Context: an optimization exercise on an open-source flow, tuned for small area. The choices shown serve that exercise and are no tape-out recipe. Where RTL was checked, it was by simulation tests only, not by an equivalence proof against the original. The flow treats the clock pin as an ideal source, which a real chip does not have. Power is estimated from default activity; no workload was simulated.

==> flow/design.v (excerpt) <==
module whack_a_mole (clk,rst,matrow,matcol_r,matcol_g,
		row_b,col,seg_select,dig_select,beep);
input clk,rst;
input [3:0] row_b;
output [3:0] col;
output [7:0] matrow,matcol_r,matcol_g;
output [7:0] seg_select;
output [7:0] dig_select;
output beep;
reg [1:0] a;
reg [2:0] b;
reg       c;
reg [2:0] m;
reg [2:0] e;
reg [4:0] f;
reg [3:0] q;
wire t1k   = (a==2'd1) & (b==3'd2);           
wire t500  = t1k & ~c;
wire t50   = t500 & (e==3'd4) & ~m[0];        
wire t1    = t50 & (f==5'd24) & (m[1:0]==2'b00);    
wire thalf = t1 & m[2];                       
wire kb_en = (a==2'd1);                       
wire ended = f[4] & f[3] & f[2];
wire won  = ended & ~f[0];
wire lost = ended & f[0];
wire playing = ~ended;
wire time0;
wire ss;
always @(posedge clk) begin
	if (rst) begin
		a <= 0; b <= 0; c <= 0; m <= 0; e <= 0; f <= 0; q <= 0;
	end else begin
		a <= a + 2'd1;
		if (a==2'd3) b <= (b==3'd4) ? 3'd0 : b + 3'd1;
		if (t1k) c <= ~c;
		if (t500) begin
			m <= m + 3'd1;
			e <= (e==3'd4) ? 3'd0 : e + 3'd1;
		end
		if (playing) begin
			if (ss) f <= 5'b11100;                  
			else if (time0) f <= 5'b11101;          
			else if (t50) f <= (f==5'd24) ? 5'd0 : f + 5'd1;
		end
		q <= (q==4'd10) ? 4'd0 : q + 4'd1;
	end
end
wire clk_la = q[0] ^ a[0];                    
reg [1:0] ts;         
reg [3:0] tg;         
wire t40 = tg[3] & tg[1];                     
reg [3:0] rc;
always @(*) begin
	case ({ts, tg[3:1]})
	5'b00000: rc = 4'b1111;
	5'b00001: rc = 4'b0101;
	5'b00010: rc = 4'b0010;
	5'b00011: rc = 4'b1011;
	5'b00100: rc = 4'b1101;
	5'b00101: rc = 4'b0000;
	5'b00110: rc = 4'b1101;
	5'b00111: rc = 4'b0000;
	5'b01000: rc = 4'b0100;
	5'b01001: rc = 4'b1010;
	5'b01010: rc = 4'b0111;
	5'b01011: rc = 4'b1001;
	5'b01100: rc = 4'b0110;
	5'b01101: rc = 4'b0110;
	5'b01110: rc = 4'b0110;
	5'b01111: rc = 4'b0110;
	5'b10000: rc = 4'b1001;
	5'b10001: rc = 4'b1110;
	5'b10010: rc = 4'b1101;
	5'b10011: rc = 4'b1110;
	5'b10100: rc = 4'b1111;
	5'b10101: rc = 4'b1111;
	5'b10110: rc = 4'b1111;
	5'b10111: rc = 4'b1111;
	5'b11000: rc = 4'b1111;
	5'b11001: rc = 4'b0111;
	5'b11010: rc = 4'b0011;
	5'b11011: rc = 4'b0011;
  ...
Size in the first run: about 300 cells after synthesis, ~51 I/O pins, about 2300 um2 of cells after synthesis.
==> flow/config.mk <==
export PLATFORM = sky130hd
export DESIGN_NAME = whack_a_mole
export DESIGN_NICKNAME = whack_a_mole
export VERILOG_FILES = /design/flow/design.v
export SDC_FILE = /design/flow/constraint.sdc
export NUM_CORES = 4
export LEC_CHECK = 0
export CAP_MARGIN = 20
export CORE_MARGIN = 2
export CORE_UTILIZATION = 70
export SLEW_MARGIN = 20
==> flow/constraint.sdc <==
create_clock -name core_clock -period 6.0 [get_ports {clk}]
set_input_delay 1.2000 -clock core_clock [delete_from_list [all_inputs] [get_ports {clk}]]
set_output_delay 1.2000 -clock core_clock [all_outputs]
set_load 0.01 [all_outputs]
standard.sh (not shown) runs the stock make flow with config.mk's settings and CLKGATE_MAP_FILE= SYNTH_SCRIPT=/design/flow/synth_recipe.tcl, a recipe that flattens the netlist after the stock synthesis.
==> flow/flow/run.sh <==
#!/bin/bash
# Own layout flow: the standard ORFS flow (standard.sh) with
#  - synthesis: the standard flow's synthesis script, but the ABC mapping step is replaced by
#    abc_multi.tcl (area-oriented ABC scripts abc_s*.abc, smallest result kept)
#    and no half/full-adder cell extraction
#  - port buffers: the smallest buffer cell instead of the default
#  - clock: the flip-flops are split into a few groups by position; one clock
#    buffer per group, driven by the clock port, drives the group (pre_cts.tcl);
#    TritonCTS is then told to skip the clock nets
# Each tool's output goes to a log file in this folder (flow_make.log, orfs/logs).
set -euo pipefail
W=$(pwd)
F=$W/flow
export MY_FLOW_DIR=$F
sed -e "s#^\( *\)log_cmd abc {\*}\$abc_args#\1source $F/abc_multi.tcl#" \
  "$FLOW_HOME/scripts/synth.tcl" > $W/synth_area.tcl
grep -q "abc_multi.tcl" $W/synth_area.tcl
sed -e "s#^source \$::env(SCRIPTS_DIR)/synth.tcl#source $W/synth_area.tcl#" $W/synth_recipe.tcl > $W/my_synth.tcl
grep -q "synth_area.tcl" $W/my_synth.tcl
CTS="-sink_clustering_enable -dont_use_dummy_load"
CLKBUF=sky130_fd_sc_hd__clkbuf_8
[ -f $F/clock_buffer.txt ] && CLKBUF=$(cat $F/clock_buffer.txt)
CLKGROUPS=2
[ -f $F/clock_groups.txt ] && CLKGROUPS=$(cat $F/clock_groups.txt)
bash standard.sh SYNTH_SCRIPT=$W/my_synth.tcl ADDER_MAP_FILE= \
  "BUFFER_PORTS_ARGS=-buffer_cell sky130_fd_sc_hd__buf_1" \
  "CTS_ARGS=$CTS" PRE_CTS_TCL=$F/pre_cts.tcl MY_CLOCK_BUFFER=$CLKBUF MY_CLOCK_CLUSTERS=$CLKGROUPS \
  SKIP_REPAIR_TIE_FANOUT=1 \
  finish > $W/flow_make.log 2>&1
==> flow/flow/clock_groups.txt <==
3
Other scripts of this flow, unchanged in this note and not shown: flow/flow/abc_multi.tcl, flow/flow/abc_s0.abc, flow/flow/abc_s1.abc, flow/flow/abc_s2.abc, flow/flow/abc_s3.abc, flow/flow/pre_cts.tcl
The starting point went through all stages and came out clean.
Change:
==> flow/flow/clock_buffer.txt (new file) <==
sky130_fd_sc_hd__clkbuf_4
==> flow/flow/clock_groups.txt (replaced) <==
4
Register-to-register slack improves by 0.03 ns.
Wire length came out higher by 0.83%.
Power came out lower by 3.6%.
Die area does not change.
Via count came out higher by 0.85%.
Sequential share of layout area came out higher by 0.16 points.
Design area came out lower by 0.45%.
Synthesized area is unchanged.
Function was not checked in any run of this note: the RTL went through the layout flow alone.

juniper:
whack_a_mole, a different RTL version from the one above (not shown whole).
Size: ~410 cells after synthesis, ~46 flip-flops, about 51 I/O pins, roughly 3300 µm² of cells after synthesis.
clock: 6.0 ns
lec_check: 0
cap_margin: 20
core_margin: 2
core_utilization: 40
slew_margin: 20
run.sh (not shown) runs the stock make flow with config.mk's settings and CLKGATE_MAP_FILE= SYNTH_SCRIPT=/design/flow/synth_recipe.tcl, a recipe that flattens the netlist after the stock synthesis.
Stock flow here: none of the scripts above is used.
Changes in pepper relative to juniper:
==> flow/flow/run.sh (new file) <==
#!/bin/bash
# Own layout flow: the standard ORFS flow (standard.sh) with
#  - synthesis: the standard flow's synthesis script, but ABC maps with an area script (abc_area.abc)
#  - port buffers: smallest buffer cell instead of the default
#  - CTS: small clock buffers, no dummy loads
# Every tool's output goes to a log file in this folder.
set -euo pipefail
W=$(pwd)
F=$W/flow
# synthesis script: synth_recipe.tcl, sourcing a copy of ORFS synth.tcl whose ABC call uses our script
sed -e "s#^source \$::env(SCRIPTS_DIR)/synth_preamble.tcl#source \$::env(SCRIPTS_DIR)/synth_preamble.tcl\nset abc_args [list -script $F/abc_area.abc {*}\$lib_args {*}\$lib_dont_use_args -constr \$::env(OBJECTS_DIR)/abc.constr]#" \
  "$FLOW_HOME/scripts/synth.tcl" > $W/synth_area.tcl
grep -q "abc_area.abc" $W/synth_area.tcl
sed -e "s#^source \$::env(SCRIPTS_DIR)/synth.tcl#source $W/synth_area.tcl#" $W/synth_recipe.tcl > $W/my_synth.tcl
grep -q "synth_area.tcl" $W/my_synth.tcl
CTS="-sink_clustering_enable -repair_clock_nets -dont_use_dummy_load -buf_list {sky130_fd_sc_hd__clkbuf_2 sky130_fd_sc_hd__clkbuf_4 sky130_fd_sc_hd__clkbuf_8}"
[ -f $F/cts_args.txt ] && CTS=$(cat $F/cts_args.txt)
bash standard.sh SYNTH_SCRIPT=$W/my_synth.tcl \
  "BUFFER_PORTS_ARGS=-buffer_cell sky130_fd_sc_hd__buf_1" \
  "CTS_ARGS=$CTS" \
  finish > $W/flow_make.log 2>&1
==> flow/flow/abc_area.abc (new file) <==
strash
ifraig
scorr
dc2
strash
&get -n
&dch -f
&nf -a
&put
topo
==> flow/standard.sh (new file) <==
#!/bin/bash
# synth_recipe.tcl (not shown) runs the flow's synth.tcl, then flattens the netlist and writes it again
# the make line also repeats each setting of config.mk as NAME=value (left out here)
make -C /OpenROAD-flow-scripts/flow DESIGN_CONFIG=/design/flow/config.mk WORK_HOME=/design/flow/orfs CLKGATE_MAP_FILE= SYNTH_SCRIPT=/design/flow/synth_recipe.tcl "${@:-finish}"
removed: flow/run.sh
[summary]
- Of the two candidates, juniper has the worse overall power after layout and pepper the better one.
- pepper reports a higher synthesized area per cell than juniper does.
- Area growth from synthesis to layout: pepper vs juniper down 6.6 points
- [pepper] number of nets in the layout fell about 7% relative to juniper
- pepper: sequential share of layout area 4.9 points above juniper
- Cell count: pepper lower than juniper
- Summary of pepper over juniper: switching part of the total lost 0.80 points; final critical delay including setup and external delays lost 0.35 ns; number of gates on the worst path with buffers counted picked up an extra 2; worst reg2reg path depth picked up an extra 1.
#### Input delta (sierra over pepper)
--- a/flow/flow/run.sh
+++ b/flow/flow/run.sh
@@ -17,3 +17,3 @@
 [ -f $F/cts_args.txt ] && CTS=$(cat $F/cts_args.txt)
-bash standard.sh SYNTH_SCRIPT=$W/my_synth.tcl \
+bash standard.sh SYNTH_SCRIPT=$W/my_synth.tcl ADDER_MAP_FILE= \
   "BUFFER_PORTS_ARGS=-buffer_cell sky130_fd_sc_hd__buf_1" \
## What came out
- On path depth of the worst reg2reg path, the higher figure sits with pepper, not sierra.
- sierra vs. pepper: first-iteration DRC count up 43; layout-stage area growth over the synthesis result up 0.69 points; total via count after detailed routing down 142.

==> what the ideal ports hide <==
In the flow no input, the clock included, has a driving cell. The finished layouts below were timed again as built, in two steps.
Step 1 assumes that a clkbuf_16 drives the clock port and a buf_2 every other input.
Step 2 also shifts input and output timing later by t, the mid clock arrival at the registers, as if the neighbouring blocks saw the same clock.
Slacks: no drivers / after step 1 / after step 2; pairs: no drivers / after step 1.
run | t (ns) | setup WS [ns] | worst slew at a driven data input, ns
the first run of note 1 | 0.193 | 2.267 / 2.223 / 2.415 | 0.03
the second run of note 1 | 0.200 | 2.208 / 2.165 / 2.365 | 0.03
juniper | 0.327 | 1.531 / 1.502 / 1.829 | 0.03
pepper | 0.323 | 1.885 / 1.857 / 2.180 | 0.03
sierra | 0.321 | 2.396 / 2.368 / 2.688 | 0.03
After both steps setup and hold are still met in every run listed.
